Background: an optimization exercise with open tools, aiming at small area. Do not read the settings as production practice. In this exercise RTL edits were held to simulation tests only and were not proved equivalent to the original.

## flow/design.v (module list and top-level ports; edited modules follow where they fit)
// module eq_channel: 8790 lines
// module FA: 4 lines
// module HA: 4 lines
module eq_channel(clk, rst_n, seq_lo, smpl_lo, seq_hi, smpl_hi,
                  LP_pot, B1_pot, B2_pot, B3_pot, HP_pot, VOL_pot, aud_out);
  // ...
==> flow/run.sh <==
#!/bin/bash
# synth_recipe.tcl (not shown) runs the flow's synth.tcl, then flattens the netlist and writes it again
# the make line also repeats each setting of config.mk as NAME=value (left out here)
make -C /OpenROAD-flow-scripts/flow DESIGN_CONFIG=/design/flow/config.mk WORK_HOME=/design/flow/orfs CLKGATE_MAP_FILE= SYNTH_SCRIPT=/design/flow/synth_recipe.tcl finish
==> flow/config.mk <==
export PLATFORM = sky130hd
export DESIGN_NAME = eq_channel
export DESIGN_NICKNAME = eq_channel
export VERILOG_FILES = /design/flow/design.v
export SDC_FILE = /design/flow/constraint.sdc
export NUM_CORES = 4
export LEC_CHECK = 0
export ABC_AREA = 1
export CAP_MARGIN = 20
export CORE_MARGIN = 2
export CORE_UTILIZATION = 45
export SLEW_MARGIN = 20
export SYNTH_HIERARCHICAL = 1
export SYNTH_MEMORY_MAX_BITS = 65536
==> flow/constraint.sdc <==
create_clock -name core_clock -period 10.0 [get_ports {clk}]
set_input_delay 2.0000 -clock core_clock [delete_from_list [all_inputs] [get_ports {clk}]]
set_output_delay 2.0000 -clock core_clock [all_outputs]
set_load 0.01 [all_outputs]
==> reports/results.tsv, run 1 <==
stage	metric	value	unit
run_status	status	timing/DRC/antenna clean	
timing	setup ws final	0.354	ns
cts	CTS Buffer Depth	3	
cells_and_area	Seq/total area	10.8	%
cells_and_area	Non-clock buffer share	5.36	%
detailed_routing	met3 WL post-DR	33200	µm
synthesis	Synth top cells by count	2589 x nand2_1, 1582 x fa_1, 1450 x inv_1	
synthesis	EDFF count, synth	0	
worst_setup_path	Bufs and invs on worst path	4	
cells_and_area	Clock buf/inv share	2.53	%
worst_setup_path	total stage count of the critical path	27	
cells_and_area	num sequential	511	
cts	TritonCTS clock tree	yes	
synthesis	main combinational cell family by area after synthesis	adder cells	
worst_setup_path	most used cell, CP	fa_1	
die	IO Pins	124	
synthesis	share of the synthesized area in the top cell type	35.3	%
detailed_routing	routed wire length	364000	µm
synthesis	FF+latch count, synth	511	
synthesis	cell taking the most area after synthesis	fa_1	
cells_and_area	multi-input combinational cell area	71100	µm²
worst_setup_path	slack of the worst reg-to-reg path	0.36	ns
cells_and_area	multi-input logic cell count	8312	
detailed_routing	DRC Markers	0	
cells_and_area	ant diodes	8	
synthesis	syn avg cell area	8.22	µm²
placed_design	dpl ws	-0.300	ns
timing	relative slew slack	29.5	%
placed_design	Detailed Place HPWL	286000	µm
worst_setup_path	Max stage delay on crit path	0.58	ns
==> run 2, diff against run 1 <==
--- a/flow/design.v
+++ b/flow/design.v
@@ -5373,25 +5373,52 @@
 wire cu_B3_13s, cu_B3_13c; FA u_cu_B3_13 (c_B3[0], cu_B3_2, dn_hi, cu_B3_13s, cu_B3_13c);
 wire cu_B3_14s, cu_B3_14c; FA u_cu_B3_14 (c_B3[1], cu_B3_3, cu_B3_13c, cu_B3_14s, cu_B3_14c);
 wire cu_B3_15s, cu_B3_15c; FA u_cu_B3_15 (c_B3[2], cu_B3_4, cu_B3_14c, cu_B3_15s, cu_B3_15c);
 wire cu_B3_16s, cu_B3_16c; FA u_cu_B3_16 (c_B3[3], cu_B3_5, cu_B3_15c, cu_B3_16s, cu_B3_16c);
 wire cu_B3_17s, cu_B3_17c; FA u_cu_B3_17 (c_B3[4], cu_B3_6, cu_B3_16c, cu_B3_17s, cu_B3_17c);
 wire cu_B3_18s, cu_B3_18c; FA u_cu_B3_18 (c_B3[5], cu_B3_7, cu_B3_17c, cu_B3_18s, cu_B3_18c);
 wire cu_B3_19s, cu_B3_19c; FA u_cu_B3_19 (c_B3[6], cu_B3_8, cu_B3_18c, cu_B3_19s, cu_B3_19c);
 wire cu_B3_20s, cu_B3_20c; FA u_cu_B3_20 (c_B3[7], cu_B3_9, cu_B3_19c, cu_B3_20s, cu_B3_20c);
-wire cu_B3_21s, cu_B3_21c; FA u_cu_B3_21 (c_B3[8], cu_B3_10, cu_B3_20c, cu_B3_21s, cu_B3_21c);
-wire cu_B3_22s, cu_B3_22c; FA u_cu_B3_22 (c_B3[9], cu_B3_11, cu_B3_21c, cu_B3_22s, cu_B3_22c);
-wire cu_B3_23s, cu_B3_23c; FA u_cu_B3_23 (c_B3[10], cu_B3_12, cu_B3_22c, cu_B3_23s, cu_B3_23c);
-wire cu_B3_24s, cu_B3_24c; FA u_cu_B3_24 (c_B3[11], cu_B3_1, cu_B3_23c, cu_B3_24s, cu_B3_24c);
-wire cu_B3_25s, cu_B3_25c; FA u_cu_B3_25 (c_B3[12], cu_B3_1, cu_B3_24c, cu_B3_25s, cu_B3_25c);
-wire cu_B3_26s, cu_B3_26c; FA u_cu_B3_26 (c_B3[13], cu_B3_1, cu_B3_25c, cu_B3_26s, cu_B3_26c);
+wire cu_B3_21 = c_B3[8] & cu_B3_10;
+wire cu_B3_22 = c_B3[8] ^ cu_B3_10;
+wire cu_B3_23 = c_B3[9] & cu_B3_11;
+wire cu_B3_24 = c_B3[9] ^ cu_B3_11;
+wire cu_B3_25 = c_B3[10] & cu_B3_12;
+wire cu_B3_26 = c_B3[10] ^ cu_B3_12;
+wire cu_B3_27 = c_B3[11] & cu_B3_1;
+wire cu_B3_28 = c_B3[11] ^ cu_B3_1;
+wire cu_B3_29 = c_B3[12] & cu_B3_1;
+wire cu_B3_30 = c_B3[12] ^ cu_B3_1;
+wire cu_B3_31 = c_B3[13] & cu_B3_1;
+wire cu_B3_32 = c_B3[13] ^ cu_B3_1;
+wire cu_B3_33 = cu_B3_21 | (cu_B3_22 & cu_B3_20c);
+wire cu_B3_34 = cu_B3_23 | (cu_B3_24 & cu_B3_33);
+wire cu_B3_35 = cu_B3_24 & cu_B3_22;
+wire cu_B3_36 = cu_B3_27 | (cu_B3_28 & cu_B3_25);
+wire cu_B3_37 = cu_B3_28 & cu_B3_26;
+wire cu_B3_38 = cu_B3_31 | (cu_B3_32 & cu_B3_29);
+wire cu_B3_39 = cu_B3_32 & cu_B3_30;
+wire cu_B3_40 = cu_B3_36 | (cu_B3_37 & cu_B3_34);
+wire cu_B3_41 = cu_B3_37 & cu_B3_35;
+wire cu_B3_42 = cu_B3_38 | (cu_B3_39 & cu_B3_40);
+wire cu_B3_43 = cu_B3_39 & cu_B3_41;
+wire cu_B3_44 = cu_B3_25 | (cu_B3_26 & cu_B3_34);
+wire cu_B3_45 = cu_B3_26 & cu_B3_35;
+wire cu_B3_46 = cu_B3_29 | (cu_B3_30 & cu_B3_40);
+wire cu_B3_47 = cu_B3_30 & cu_B3_41;
+wire cu_B3_48 = cu_B3_22 ^ cu_B3_20c;
+wire cu_B3_49 = cu_B3_24 ^ cu_B3_33;
+wire cu_B3_50 = cu_B3_26 ^ cu_B3_34;
+wire cu_B3_51 = cu_B3_28 ^ cu_B3_44;
+wire cu_B3_52 = cu_B3_30 ^ cu_B3_40;
+wire cu_B3_53 = cu_B3_32 ^ cu_B3_46;
 always @(posedge clk)
   if (start_hi) c_B3 <= 14'h549;
-  else c_B3 <= {cu_B3_26s, cu_B3_25s, cu_B3_24s, cu_B3_23s, cu_B3_22s, cu_B3_21s, cu_B3_20s, cu_B3_19s, cu_B3_18s, cu_B3_17s, cu_B3_16s, cu_B3_15s, cu_B3_14s, cu_B3_13s};
+  else c_B3 <= {cu_B3_53, cu_B3_52, cu_B3_51, cu_B3_50, cu_B3_49, cu_B3_48, cu_B3_20s, cu_B3_19s, cu_B3_18s, cu_B3_17s, cu_B3_16s, cu_B3_15s, cu_B3_14s, cu_B3_13s};
 reg [30:0] acc_B3;
 reg [2:0] cy_B3;
 wire mac_B3_1 = ~c_B3[1] & c_B3[0];
 wire mac_B3_2 = c_B3[1] & ~c_B3[0];
 wire mac_B3_3 = c_B3[1] & c_B3[0];
 wire mac_B3_4 = (mac_B3_1 & smpl_hi[0]) | (mac_B3_2 & 1'b0) | (mac_B3_3 & x3_hi[0]);
 wire mac_B3_5 = (mac_B3_1 & smpl_hi[1]) | (mac_B3_2 & smpl_hi[0]) | (mac_B3_3 & x3_hi[1]);
 wire mac_B3_6 = (mac_B3_1 & smpl_hi[2]) | (mac_B3_2 & smpl_hi[1]) | (mac_B3_3 & x3_hi[2]);
@@ -7266,27 +7293,66 @@
 wire cu_HP_17s, cu_HP_17c; FA u_cu_HP_17 (c_HP[0], cu_HP_2, dn_hi, cu_HP_17s, cu_HP_17c);
 wire cu_HP_18s, cu_HP_18c; FA u_cu_HP_18 (c_HP[1], cu_HP_3, cu_HP_17c, cu_HP_18s, cu_HP_18c);
 wire cu_HP_19s, cu_HP_19c; FA u_cu_HP_19 (c_HP[2], cu_HP_4, cu_HP_18c, cu_HP_19s, cu_HP_19c);
 wire cu_HP_20s, cu_HP_20c; FA u_cu_HP_20 (c_HP[3], cu_HP_5, cu_HP_19c, cu_HP_20s, cu_HP_20c);
 wire cu_HP_21s, cu_HP_21c; FA u_cu_HP_21 (c_HP[4], cu_HP_6, cu_HP_20c, cu_HP_21s, cu_HP_21c);
 wire cu_HP_22s, cu_HP_22c; FA u_cu_HP_22 (c_HP[5], cu_HP_7, cu_HP_21c, cu_HP_22s, cu_HP_22c);
 wire cu_HP_23s, cu_HP_23c; FA u_cu_HP_23 (c_HP[6], cu_HP_8, cu_HP_22c, cu_HP_23s, cu_HP_23c);
 wire cu_HP_24s, cu_HP_24c; FA u_cu_HP_24 (c_HP[7], cu_HP_9, cu_HP_23c, cu_HP_24s, cu_HP_24c);
-wire cu_HP_25s, cu_HP_25c; FA u_cu_HP_25 (c_HP[8], cu_HP_10, cu_HP_24c, cu_HP_25s, cu_HP_25c);
-wire cu_HP_26s, cu_HP_26c; FA u_cu_HP_26 (c_HP[9], cu_HP_11, cu_HP_25c, cu_HP_26s, cu_HP_26c);
-wire cu_HP_27s, cu_HP_27c; FA u_cu_HP_27 (c_HP[10], cu_HP_12, cu_HP_26c, cu_HP_27s, cu_HP_27c);
-wire cu_HP_28s, cu_HP_28c; FA u_cu_HP_28 (c_HP[11], cu_HP_13, cu_HP_27c, cu_HP_28s, cu_HP_28c);
-wire cu_HP_29s, cu_HP_29c; FA u_cu_HP_29 (c_HP[12], cu_HP_14, cu_HP_28c, cu_HP_29s, cu_HP_29c);
-wire cu_HP_30s, cu_HP_30c; FA u_cu_HP_30 (c_HP[13], cu_HP_15, cu_HP_29c, cu_HP_30s, cu_HP_30c);
-wire cu_HP_31s, cu_HP_31c; FA u_cu_HP_31 (c_HP[14], cu_HP_16, cu_HP_30c, cu_HP_31s, cu_HP_31c);
-wire cu_HP_32s, cu_HP_32c; FA u_cu_HP_32 (c_HP[15], cu_HP_1, cu_HP_31c, cu_HP_32s, cu_HP_32c);
+wire cu_HP_25 = c_HP[8] & cu_HP_10;
+wire cu_HP_26 = c_HP[8] ^ cu_HP_10;
+wire cu_HP_27 = c_HP[9] & cu_HP_11;
+wire cu_HP_28 = c_HP[9] ^ cu_HP_11;
+wire cu_HP_29 = c_HP[10] & cu_HP_12;
+wire cu_HP_30 = c_HP[10] ^ cu_HP_12;
+wire cu_HP_31 = c_HP[11] & cu_HP_13;
+wire cu_HP_32 = c_HP[11] ^ cu_HP_13;
+wire cu_HP_33 = c_HP[12] & cu_HP_14;
+wire cu_HP_34 = c_HP[12] ^ cu_HP_14;
+wire cu_HP_35 = c_HP[13] & cu_HP_15;
+wire cu_HP_36 = c_HP[13] ^ cu_HP_15;
+wire cu_HP_37 = c_HP[14] & cu_HP_16;
+wire cu_HP_38 = c_HP[14] ^ cu_HP_16;
+wire cu_HP_39 = c_HP[15] & cu_HP_1;
+wire cu_HP_40 = c_HP[15] ^ cu_HP_1;
+wire cu_HP_41 = cu_HP_25 | (cu_HP_26 & cu_HP_24c);
+wire cu_HP_42 = cu_HP_27 | (cu_HP_28 & cu_HP_41);
+wire cu_HP_43 = cu_HP_28 & cu_HP_26;
+wire cu_HP_44 = cu_HP_31 | (cu_HP_32 & cu_HP_29);
+wire cu_HP_45 = cu_HP_32 & cu_HP_30;
+wire cu_HP_46 = cu_HP_35 | (cu_HP_36 & cu_HP_33);
+wire cu_HP_47 = cu_HP_36 & cu_HP_34;
+wire cu_HP_48 = cu_HP_39 | (cu_HP_40 & cu_HP_37);
+wire cu_HP_49 = cu_HP_40 & cu_HP_38;
+wire cu_HP_50 = cu_HP_44 | (cu_HP_45 & cu_HP_42);
+wire cu_HP_51 = cu_HP_45 & cu_HP_43;
+wire cu_HP_52 = cu_HP_48 | (cu_HP_49 & cu_HP_46);
+wire cu_HP_53 = cu_HP_49 & cu_HP_47;
+wire cu_HP_54 = cu_HP_52 | (cu_HP_53 & cu_HP_50);
+wire cu_HP_55 = cu_HP_53 & cu_HP_51;
+wire cu_HP_56 = cu_HP_46 | (cu_HP_47 & cu_HP_50);
+wire cu_HP_57 = cu_HP_47 & cu_HP_51;
+wire cu_HP_58 = cu_HP_29 | (cu_HP_30 & cu_HP_42);
+wire cu_HP_59 = cu_HP_30 & cu_HP_43;
+wire cu_HP_60 = cu_HP_33 | (cu_HP_34 & cu_HP_50);
+wire cu_HP_61 = cu_HP_34 & cu_HP_51;
+wire cu_HP_62 = cu_HP_37 | (cu_HP_38 & cu_HP_56);
+wire cu_HP_63 = cu_HP_38 & cu_HP_57;
+wire cu_HP_64 = cu_HP_26 ^ cu_HP_24c;
+wire cu_HP_65 = cu_HP_28 ^ cu_HP_41;
+wire cu_HP_66 = cu_HP_30 ^ cu_HP_42;
+wire cu_HP_67 = cu_HP_32 ^ cu_HP_58;
+wire cu_HP_68 = cu_HP_34 ^ cu_HP_50;
+wire cu_HP_69 = cu_HP_36 ^ cu_HP_60;
+wire cu_HP_70 = cu_HP_38 ^ cu_HP_56;
+wire cu_HP_71 = cu_HP_40 ^ cu_HP_62;
 always @(posedge clk)
   if (start_hi) c_HP <= 16'he1;
-  else c_HP <= {cu_HP_32s, cu_HP_31s, cu_HP_30s, cu_HP_29s, cu_HP_28s, cu_HP_27s, cu_HP_26s, cu_HP_25s, cu_HP_24s, cu_HP_23s, cu_HP_22s, cu_HP_21s, cu_HP_20s, cu_HP_19s, cu_HP_18s, cu_HP_17s};
+  else c_HP <= {cu_HP_71, cu_HP_70, cu_HP_69, cu_HP_68, cu_HP_67, cu_HP_66, cu_HP_65, cu_HP_64, cu_HP_24s, cu_HP_23s, cu_HP_22s, cu_HP_21s, cu_HP_20s, cu_HP_19s, cu_HP_18s, cu_HP_17s};
 reg [30:0] acc_HP;
 reg [2:0] cy_HP;
 wire mac_HP_1 = ~c_HP[1] & c_HP[0];
 wire mac_HP_2 = c_HP[1] & ~c_HP[0];
 wire mac_HP_3 = c_HP[1] & c_HP[0];
 wire mac_HP_4 = (mac_HP_1 & smpl_hi[0]) | (mac_HP_2 & 1'b0) | (mac_HP_3 & x3_hi[0]);
 wire mac_HP_5 = (mac_HP_1 & smpl_hi[1]) | (mac_HP_2 & smpl_hi[0]) | (mac_HP_3 & x3_hi[1]);
 wire mac_HP_6 = (mac_HP_1 & smpl_hi[2]) | (mac_HP_2 & smpl_hi[1]) | (mac_HP_3 & x3_hi[2]);
@@ -8690,107 +8756,131 @@
 wire vm_300s, vm_300c; HA u_vm_300 (vm_83, vm_99, vm_300s, vm_300c);
 wire vm_301s, vm_301c; FA u_vm_301 (vm_84, vm_100, vm_300c, vm_301s, vm_301c);
 wire vm_302s, vm_302c; FA u_vm_302 (vm_85, vm_277s, vm_301c, vm_302s, vm_302c);
 wire vm_303s, vm_303c; FA u_vm_303 (vm_278s, vm_277c, vm_302c, vm_303s, vm_303c);
 wire vm_304s, vm_304c; FA u_vm_304 (vm_279s, vm_278c, vm_303c, vm_304s, vm_304c);
 wire vm_305s, vm_305c; FA u_vm_305 (vm_280s, vm_279c, vm_304c, vm_305s, vm_305c);
 wire vm_306s, vm_306c; FA u_vm_306 (vm_281s, vm_280c, vm_305c, vm_306s, vm_306c);
 wire vm_307s, vm_307c; FA u_vm_307 (vm_282s, vm_281c, vm_306c, vm_307s, vm_307c);
-wire vm_308s, vm_308c; FA u_vm_308 (vm_283s, vm_282c, vm_307c, vm_308s, vm_308c);
-wire vm_309s, vm_309c; FA u_vm_309 (vm_284s, vm_283c, vm_308c, vm_309s, vm_309c);
-wire vm_310s, vm_310c; FA u_vm_310 (vm_285s, vm_284c, vm_309c, vm_310s, vm_310c);
-wire vm_311s, vm_311c; FA u_vm_311 (vm_286s, vm_285c, vm_310c, vm_311s, vm_311c);
-wire vm_312 = vm_287s & vm_286c;
-wire vm_313 = vm_287s ^ vm_286c;
-wire vm_314 = vm_288s & vm_287c;
-wire vm_315 = vm_288s ^ vm_287c;
-wire vm_316 = vm_289s & vm_288c;
-wire vm_317 = vm_289s ^ vm_288c;
-wire vm_318 = vm_290s & vm_289c;
-wire vm_319 = vm_290s ^ vm_289c;
-wire vm_320 = vm_291s & vm_290c;
-wire vm_321 = vm_291s ^ vm_290c;
-wire vm_322 = vm_292s & vm_291c;
-wire vm_323 = vm_292s ^ vm_291c;
-wire vm_324 = vm_293s & vm_292c;
-wire vm_325 = vm_293s ^ vm_292c;
-wire vm_326 = vm_294s & vm_293c;
-wire vm_327 = vm_294s ^ vm_293c;
-wire vm_328 = vm_295s & vm_294c;
-wire vm_329 = vm_295s ^ vm_294c;
-wire vm_330 = vm_296s & vm_295c;
-wire vm_331 = vm_296s ^ vm_295c;
-wire vm_332 = vm_297s & vm_296c;
-wire vm_333 = vm_297s ^ vm_296c;
-wire vm_334 = vm_298s & vm_297c;
-wire vm_335 = vm_298s ^ vm_297c;
-wire vm_336 = vm_299s & vm_298c;
-wire vm_337 = vm_299s ^ vm_298c;
-wire vm_338 = (~vm_220) & vm_299c;
-wire vm_339 = (~vm_220) ^ vm_299c;
-wire vm_340 = vm_312 | (vm_313 & vm_311c);
-wire vm_341 = vm_314 | (vm_315 & vm_340);
-wire vm_342 = vm_315 & vm_313;
-wire vm_343 = vm_318 | (vm_319 & vm_316);
-wire vm_344 = vm_319 & vm_317;
-wire vm_345 = vm_322 | (vm_323 & vm_320);
-wire vm_346 = vm_323 & vm_321;
-wire vm_347 = vm_326 | (vm_327 & vm_324);
-wire vm_348 = vm_327 & vm_325;
-wire vm_349 = vm_330 | (vm_331 & vm_328);
-wire vm_350 = vm_331 & vm_329;
-wire vm_351 = vm_334 | (vm_335 & vm_332);
-wire vm_352 = vm_335 & vm_333;
-wire vm_353 = vm_338 | (vm_339 & vm_336);
-wire vm_354 = vm_339 & vm_337;
-wire vm_355 = vm_343 | (vm_344 & vm_341);
-wire vm_356 = vm_344 & vm_342;
-wire vm_357 = vm_347 | (vm_348 & vm_345);
-wire vm_358 = vm_348 & vm_346;
-wire vm_359 = vm_351 | (vm_352 & vm_349);
-wire vm_360 = vm_352 & vm_350;
-wire vm_361 = vm_357 | (vm_358 & vm_355);
-wire vm_362 = vm_358 & vm_356;
-wire vm_363 = vm_359 | (vm_360 & vm_361);
-wire vm_364 = vm_360 & vm_362;
-wire vm_365 = vm_345 | (vm_346 & vm_355);
-wire vm_366 = vm_346 & vm_356;
-wire vm_367 = vm_349 | (vm_350 & vm_361);
-wire vm_368 = vm_350 & vm_362;
-wire vm_369 = vm_353 | (vm_354 & vm_363);
-wire vm_370 = vm_354 & vm_364;
-wire vm_371 = vm_316 | (vm_317 & vm_341);
-wire vm_372 = vm_317 & vm_342;
-wire vm_373 = vm_320 | (vm_321 & vm_355);
-wire vm_374 = vm_321 & vm_356;
-wire vm_375 = vm_324 | (vm_325 & vm_365);
-wire vm_376 = vm_325 & vm_366;
-wire vm_377 = vm_328 | (vm_329 & vm_361);
-wire vm_378 = vm_329 & vm_362;
-wire vm_379 = vm_332 | (vm_333 & vm_367);
-wire vm_380 = vm_333 & vm_368;
-wire vm_381 = vm_336 | (vm_337 & vm_363);
-wire vm_382 = vm_337 & vm_364;
-wire vm_383 = vm_313 ^ vm_311c;
-wire vm_384 = vm_315 ^ vm_340;
-wire vm_385 = vm_317 ^ vm_341;
-wire vm_386 = vm_319 ^ vm_371;
-wire vm_387 = vm_321 ^ vm_355;
-wire vm_388 = vm_323 ^ vm_373;
-wire vm_389 = vm_325 ^ vm_365;
-wire vm_390 = vm_327 ^ vm_375;
-wire vm_391 = vm_329 ^ vm_361;
-wire vm_392 = vm_331 ^ vm_377;
-wire vm_393 = vm_333 ^ vm_367;
-wire vm_394 = vm_335 ^ vm_379;
-wire vm_395 = vm_337 ^ vm_363;
-wire vm_396 = vm_339 ^ vm_381;
+wire vm_308 = vm_283s & vm_282c;
+wire vm_309 = vm_283s ^ vm_282c;
+wire vm_310 = vm_284s & vm_283c;
+wire vm_311 = vm_284s ^ vm_283c;
+wire vm_312 = vm_285s & vm_284c;
+wire vm_313 = vm_285s ^ vm_284c;
+wire vm_314 = vm_286s & vm_285c;
+wire vm_315 = vm_286s ^ vm_285c;
+wire vm_316 = vm_287s & vm_286c;
+wire vm_317 = vm_287s ^ vm_286c;
+wire vm_318 = vm_288s & vm_287c;
+wire vm_319 = vm_288s ^ vm_287c;
+wire vm_320 = vm_289s & vm_288c;
+wire vm_321 = vm_289s ^ vm_288c;
+wire vm_322 = vm_290s & vm_289c;
+wire vm_323 = vm_290s ^ vm_289c;
+wire vm_324 = vm_291s & vm_290c;
+wire vm_325 = vm_291s ^ vm_290c;
+wire vm_326 = vm_292s & vm_291c;
+wire vm_327 = vm_292s ^ vm_291c;
+wire vm_328 = vm_293s & vm_292c;
+wire vm_329 = vm_293s ^ vm_292c;
+wire vm_330 = vm_294s & vm_293c;
+wire vm_331 = vm_294s ^ vm_293c;
+wire vm_332 = vm_295s & vm_294c;
+wire vm_333 = vm_295s ^ vm_294c;
+wire vm_334 = vm_296s & vm_295c;
+wire vm_335 = vm_296s ^ vm_295c;
+wire vm_336 = vm_297s & vm_296c;
+wire vm_337 = vm_297s ^ vm_296c;
+wire vm_338 = vm_298s & vm_297c;
+wire vm_339 = vm_298s ^ vm_297c;
+wire vm_340 = vm_299s & vm_298c;
+wire vm_341 = vm_299s ^ vm_298c;
+wire vm_342 = (~vm_220) & vm_299c;
+wire vm_343 = (~vm_220) ^ vm_299c;
+wire vm_344 = vm_308 | (vm_309 & vm_307c);
+wire vm_345 = vm_310 | (vm_311 & vm_344);
+wire vm_346 = vm_311 & vm_309;
+wire vm_347 = vm_314 | (vm_315 & vm_312);
+wire vm_348 = vm_315 & vm_313;
+wire vm_349 = vm_318 | (vm_319 & vm_316);
+wire vm_350 = vm_319 & vm_317;
+wire vm_351 = vm_322 | (vm_323 & vm_320);
+wire vm_352 = vm_323 & vm_321;
+wire vm_353 = vm_326 | (vm_327 & vm_324);
+wire vm_354 = vm_327 & vm_325;
+wire vm_355 = vm_330 | (vm_331 & vm_328);
+wire vm_356 = vm_331 & vm_329;
+wire vm_357 = vm_334 | (vm_335 & vm_332);
+wire vm_358 = vm_335 & vm_333;
+wire vm_359 = vm_338 | (vm_339 & vm_336);
+wire vm_360 = vm_339 & vm_337;
+wire vm_361 = vm_342 | (vm_343 & vm_340);
+wire vm_362 = vm_343 & vm_341;
+wire vm_363 = vm_347 | (vm_348 & vm_345);
+wire vm_364 = vm_348 & vm_346;
+wire vm_365 = vm_351 | (vm_352 & vm_349);
+wire vm_366 = vm_352 & vm_350;
+wire vm_367 = vm_355 | (vm_356 & vm_353);
+wire vm_368 = vm_356 & vm_354;
+wire vm_369 = vm_359 | (vm_360 & vm_357);
+wire vm_370 = vm_360 & vm_358;
+wire vm_371 = vm_365 | (vm_366 & vm_363);
+wire vm_372 = vm_366 & vm_364;
+wire vm_373 = vm_369 | (vm_370 & vm_367);
+wire vm_374 = vm_370 & vm_368;
+wire vm_375 = vm_373 | (vm_374 & vm_371);
+wire vm_376 = vm_374 & vm_372;
+wire vm_377 = vm_367 | (vm_368 & vm_371);
+wire vm_378 = vm_368 & vm_372;
+wire vm_379 = vm_349 | (vm_350 & vm_363);
+wire vm_380 = vm_350 & vm_364;
+wire vm_381 = vm_353 | (vm_354 & vm_371);
+wire vm_382 = vm_354 & vm_372;
+wire vm_383 = vm_357 | (vm_358 & vm_377);
+wire vm_384 = vm_358 & vm_378;
+wire vm_385 = vm_361 | (vm_362 & vm_375);
+wire vm_386 = vm_362 & vm_376;
+wire vm_387 = vm_312 | (vm_313 & vm_345);
+wire vm_388 = vm_313 & vm_346;
+wire vm_389 = vm_316 | (vm_317 & vm_363);
+wire vm_390 = vm_317 & vm_364;
+wire vm_391 = vm_320 | (vm_321 & vm_379);
+wire vm_392 = vm_321 & vm_380;
+wire vm_393 = vm_324 | (vm_325 & vm_371);
+wire vm_394 = vm_325 & vm_372;
+wire vm_395 = vm_328 | (vm_329 & vm_381);
+wire vm_396 = vm_329 & vm_382;
+wire vm_397 = vm_332 | (vm_333 & vm_377);
+wire vm_398 = vm_333 & vm_378;
+wire vm_399 = vm_336 | (vm_337 & vm_383);
+wire vm_400 = vm_337 & vm_384;
+wire vm_401 = vm_340 | (vm_341 & vm_375);
+wire vm_402 = vm_341 & vm_376;
+wire vm_403 = vm_309 ^ vm_307c;
+wire vm_404 = vm_311 ^ vm_344;
+wire vm_405 = vm_313 ^ vm_345;
+wire vm_406 = vm_315 ^ vm_387;
+wire vm_407 = vm_317 ^ vm_363;
+wire vm_408 = vm_319 ^ vm_389;
+wire vm_409 = vm_321 ^ vm_379;
+wire vm_410 = vm_323 ^ vm_391;
+wire vm_411 = vm_325 ^ vm_371;
+wire vm_412 = vm_327 ^ vm_393;
+wire vm_413 = vm_329 ^ vm_381;
+wire vm_414 = vm_331 ^ vm_395;
+wire vm_415 = vm_333 ^ vm_377;
+wire vm_416 = vm_335 ^ vm_397;
+wire vm_417 = vm_337 ^ vm_383;
+wire vm_418 = vm_339 ^ vm_399;
+wire vm_419 = vm_341 ^ vm_375;
+wire vm_420 = vm_343 ^ vm_401;
 reg [15:0] vol_q;
-always @(posedge clk) vol_q <= {vm_396, vm_395, vm_394, vm_393, vm_392, vm_391, vm_390, vm_389, vm_388, vm_387, vm_386, vm_385, vm_384, vm_383, vm_311s, vm_310s};
+always @(posedge clk) vol_q <= {vm_420, vm_419, vm_418, vm_417, vm_416, vm_415, vm_414, vm_413, vm_412, vm_411, vm_410, vm_409, vm_408, vm_407, vm_406, vm_405};
 assign aud_out = vol_q;
 endmodule
 module FA(input a, input b, input c, output s, output co);
 assign s = a ^ b ^ c;
 assign co = (a & b) | (a & c) | (b & c);
 endmodule
 module HA(input a, input b, output s, output co);
 assign s = a ^ b;
==> run 2 against run 1 <==
Effect of this change: still clean; cell area is 0.58% lower; non-clock buffer count is 72 lower; register-to-register slack better by 0.20 ns.
==> reports/results.tsv, run 2 <==
stage	metric	value	unit	change
synthesis	Netlist cell types	62		
detailed_routing	vias per cell	6.20		
die	IO Pins	124		unchanged
synthesis	count leader, synth	nand2_1		
synthesis	Synth top cells by count	2594 x nand2_1, 1573 x fa_1, 1360 x inv_1		
cts	Worst-path clk slew	0.06	ns	
detailed_routing	DRC Markers	0		unchanged
timing	fin crit period	9.68	ns	
synthesis	register area share after synthesis	11.9	%	
cts	post-CTS setup buffer count	0		
worst_setup_path	critical path type	in2reg		
run_status	status	timing/DRC/antenna clean		
timing	period utilisation layout	96.8	%	
worst_setup_path	Worst Path Required	10.64	ns	
global_routing	largest net degree at the start of global routing	80		
synthesis	EDFF count, synth	0		unchanged
placed_design	number of port buffers	123		
worst_setup_path	Critical-path top delay cell	fa_1		
synthesis	cell area after synthesis	89600	µm²	
cts	TritonCTS clock tree	yes		
cells_and_area	fillers	19073		
global_routing	number of global-route vias before repair	86683		
cells_and_area	most frequent cells in the layout	2592 x nand2_1, 1573 x fa_1, 1360 x inv_1		
global_routing	Total GRT Usage	36.3	%	
detailed_routing	antenna viol nets, final	0		
cells_and_area	multi-input combinational cell area	71400	µm²	+0.45%
placed_design	Detailed Place HPWL	288000	µm	+0.84%
die	cell row count	163		
job	maxcap violations	0		
global_routing	initial antenna violation count	11		
timing	relative slew slack	23.0	%	-6.5 points
hold_path	Hold Crit Class	reg2reg		
worst_setup_path	crit path max fanout	4		
timing	final setup vio count	0		
cts	CTS Buf Count	72		
cts	CTS Buffer Depth	3		unchanged
cts	clock latency on the worst-skew pair	0.71	ns	
timing	worst-case clock skew	0.0322	ns	
detailed_routing	Initial DRT Pass Iterations	7		
cells_and_area	share of layout cells above drive strength 1	6.27	%	
global_routing	first-pass GRT wire length	561000	µm	
synthesis	share of the synthesized area in the top cell type	35.1	%	-0.20 points
cells_and_area	commonest non-fill, non-tap cell in the layout	nand2_1		
cts	CTS H-tree lvls	3		
die	DIE HEIGHT	450	µm	
die	initial core utilization	45.4	%	
synthesis	FFs w/ async S/R, synth	16.0	%	
global_routing	gr ovfl total	0		
detailed_routing	routed wire length	371000	µm	+1.8%
synthesis	syn avg cell area	8.28	µm²	+0.71%
cts	clock root buffer	clkbuf_16		
detailed_routing	Routed WL per cell	27.2	µm	
worst_setup_path	most used cell, CP	fa_1		
cells_and_area	area delta synth->final	9.35	%	
timing	Final Max Tran Viols	0		
die	CORE AREA	198000	µm²	
synthesis	Synth warnings	7		
synthesis	Most used DFF post-synth	dfxtp_1		
die	die area	203000	µm²	
die	Die Wd	450	µm	
detailed_routing	DRT iter0 DRCs	9292		
timing	RSZ-0062 raised after global routing	false		
cells_and_area	register area	10600	µm²	
worst_setup_path	crit end category	register		
cells_and_area	final core utilization	49.6	%	
synthesis	cell taking the most area after synthesis	fa_1		
timing	worst-margin pin slew	1.15	ns	
cells_and_area	post-layout net count	13247		
worst_setup_path	Setup crit start kind	input pin		
placed_design	Placer Congestion	1.04		
timing	final hold viol count	0		
worst_setup_path	Max stage delay on crit path	0.57	ns	about the same
synthesis	top post-synthesis cells by area	fa_1 35%, nand2_1 11%, dfxtp_1 9.6%		
worst_setup_path	WP data arrival	10.31	ns	
timing	fmax	103	MHz	
synthesis	cell count after synthesis	10830		
synthesis	FF+latch count, synth	511		unchanged
cts	Clock Sinks	511		
detailed_routing	via count	84421		
## run 2: final timing paths
check	depth (start not counted)	slack, ns	start	end
max	27	0.32	smpl_hi[2]	acc_HP[23]
min	3	0.56	acc_B2[0]	acc_B2[0]
max reg2reg	34	0.56	r_B2[3]	s_B2[2]
min reg2reg	3	0.56	acc_B2[0]	acc_B2[0]
max in group asynchronous	2	7.49	rst_n	r_LP[1]
min in group asynchronous	1	1.20	rst_n	r_B3[0]
## run 2: cell families (layout without fill, tap and decap cells)
| family | Yosys count | in the layout | share of synthesized area, % |
|---|---|---|---|
| muxes | 5 | 5 | 0.0628 |
| adders and majority gates | 2215 | 2215 | 44.1 |
| xor gates and xnor gates | 139 | 139 | 1.36 |
| AOI/OAI and AO/OA | 2023 | 2023 | 16.4 |
| and+or+nand+nor | 3959 | 3959 | 17.8 |
| DFF | 511 | 511 | 11.9 |
| buffers and inverters | 1977 | 2124 | 8.50 |
| other | 1 | 10 | 0.00418 |
## run 2: routing by layer
metal	up-vias	share of wire [%]	wire length [µm]	global-route usage (%)
met4	8	6.0	22400	17.9
met5	-	0.016	58	0
met1	41727	40	148000	48.4
met3	1212	9.3	34600	7.00
met2	5067	45	165000	56.5
li1	36407	-	-	-
## run 2: repair_timing
| item | in CTS | in global routing |
|---|---|---|
| gates resized for setup | 0 | 1 |
| hold buffers | 0 | 0 |
| setup endpoints to repair | 0 | 4 |
## run 2: critical path: cells and delay by family
family,cells,cell delay (ns)
AO/OA/AOI/OAI,5,0.90
XOR/XNOR,1,0.40
adder cells (fa/ha/maj),14,5.90
buffers and inverters,5,0.89
AND/OR/NAND/NOR,2,0.19
## run 2: metrics by stage
step	setup TNS, ns	instance area, µm²	instances	hold slack, ns	worst slack [ns]
final	0	98000	13626	0.557	0.321
after global routing	0	98000	13625	0.611	0.00773
after CTS	0	98000	13622	0.564	0.461
after detailed placement	-0.976	95400	13489	0.548	-0.277
after global placement	-0.475	95400	13489	0.539	-0.190
after floorplan	0	89600	10836	0.507	0.573
## run 2: layout make-up
| type | count | area share (%) |
|---|---|---|
| well taps | 2640 | 3.37 |
| clock inverters | 35 | 0.444 |
| inverters | 1411 | 5.41 |
| multi-input cells | 8348 | 72.9 |
| repair buffers | 580 | 4.88 |
| flip-flops and latches | 511 | 10.9 |
| diodes | 3 | 0.00766 |
| clock buffers | 98 | 2.14 |
## run 2: Yosys stat by module (local to each module, per instance)
| module | flops+latches | area [µm²] | times used |
|---|---|---|---|
| eq_channel | 511 | 56800 | 1 |
| HA | 0 | 12.5 | 330 |
| FA | 0 | 20.0 | 1435 |

==> separate check: timing with driven ports <==
Ports are ideal in the flow. The routed layouts listed here were re-timed in OpenROAD.
Step 1, drivers: a clkbuf_16 drives clk and a buf_2 each remaining input, both assumed.
Step 2, shift: input delay + t, output delay - t, t = (earliest + latest rising clock arrival at the registers) / 2. This alone moves slack from input paths to output paths.
Three values: ideal ports, drivers, drivers and shift; two values: the first two.
| run | t, ns | setup WS [ns] | hold WS [ns] |
|---|---|---|---|
| run 1 | 0.800 | 0.354 / 0.362 / -0.394 | 0.562 / 0.562 / 0.562 |
| run 2 | 0.782 | 0.321 / 0.372 / -0.410 | 0.557 / 0.557 / 0.557 |
With both steps, setup timing fails in run 1 and run 2, where it was met with ideal ports. For run 1, which loses most, drivers alone change the setup slack by +0.008 ns; drivers and shift together by -0.748 ns.
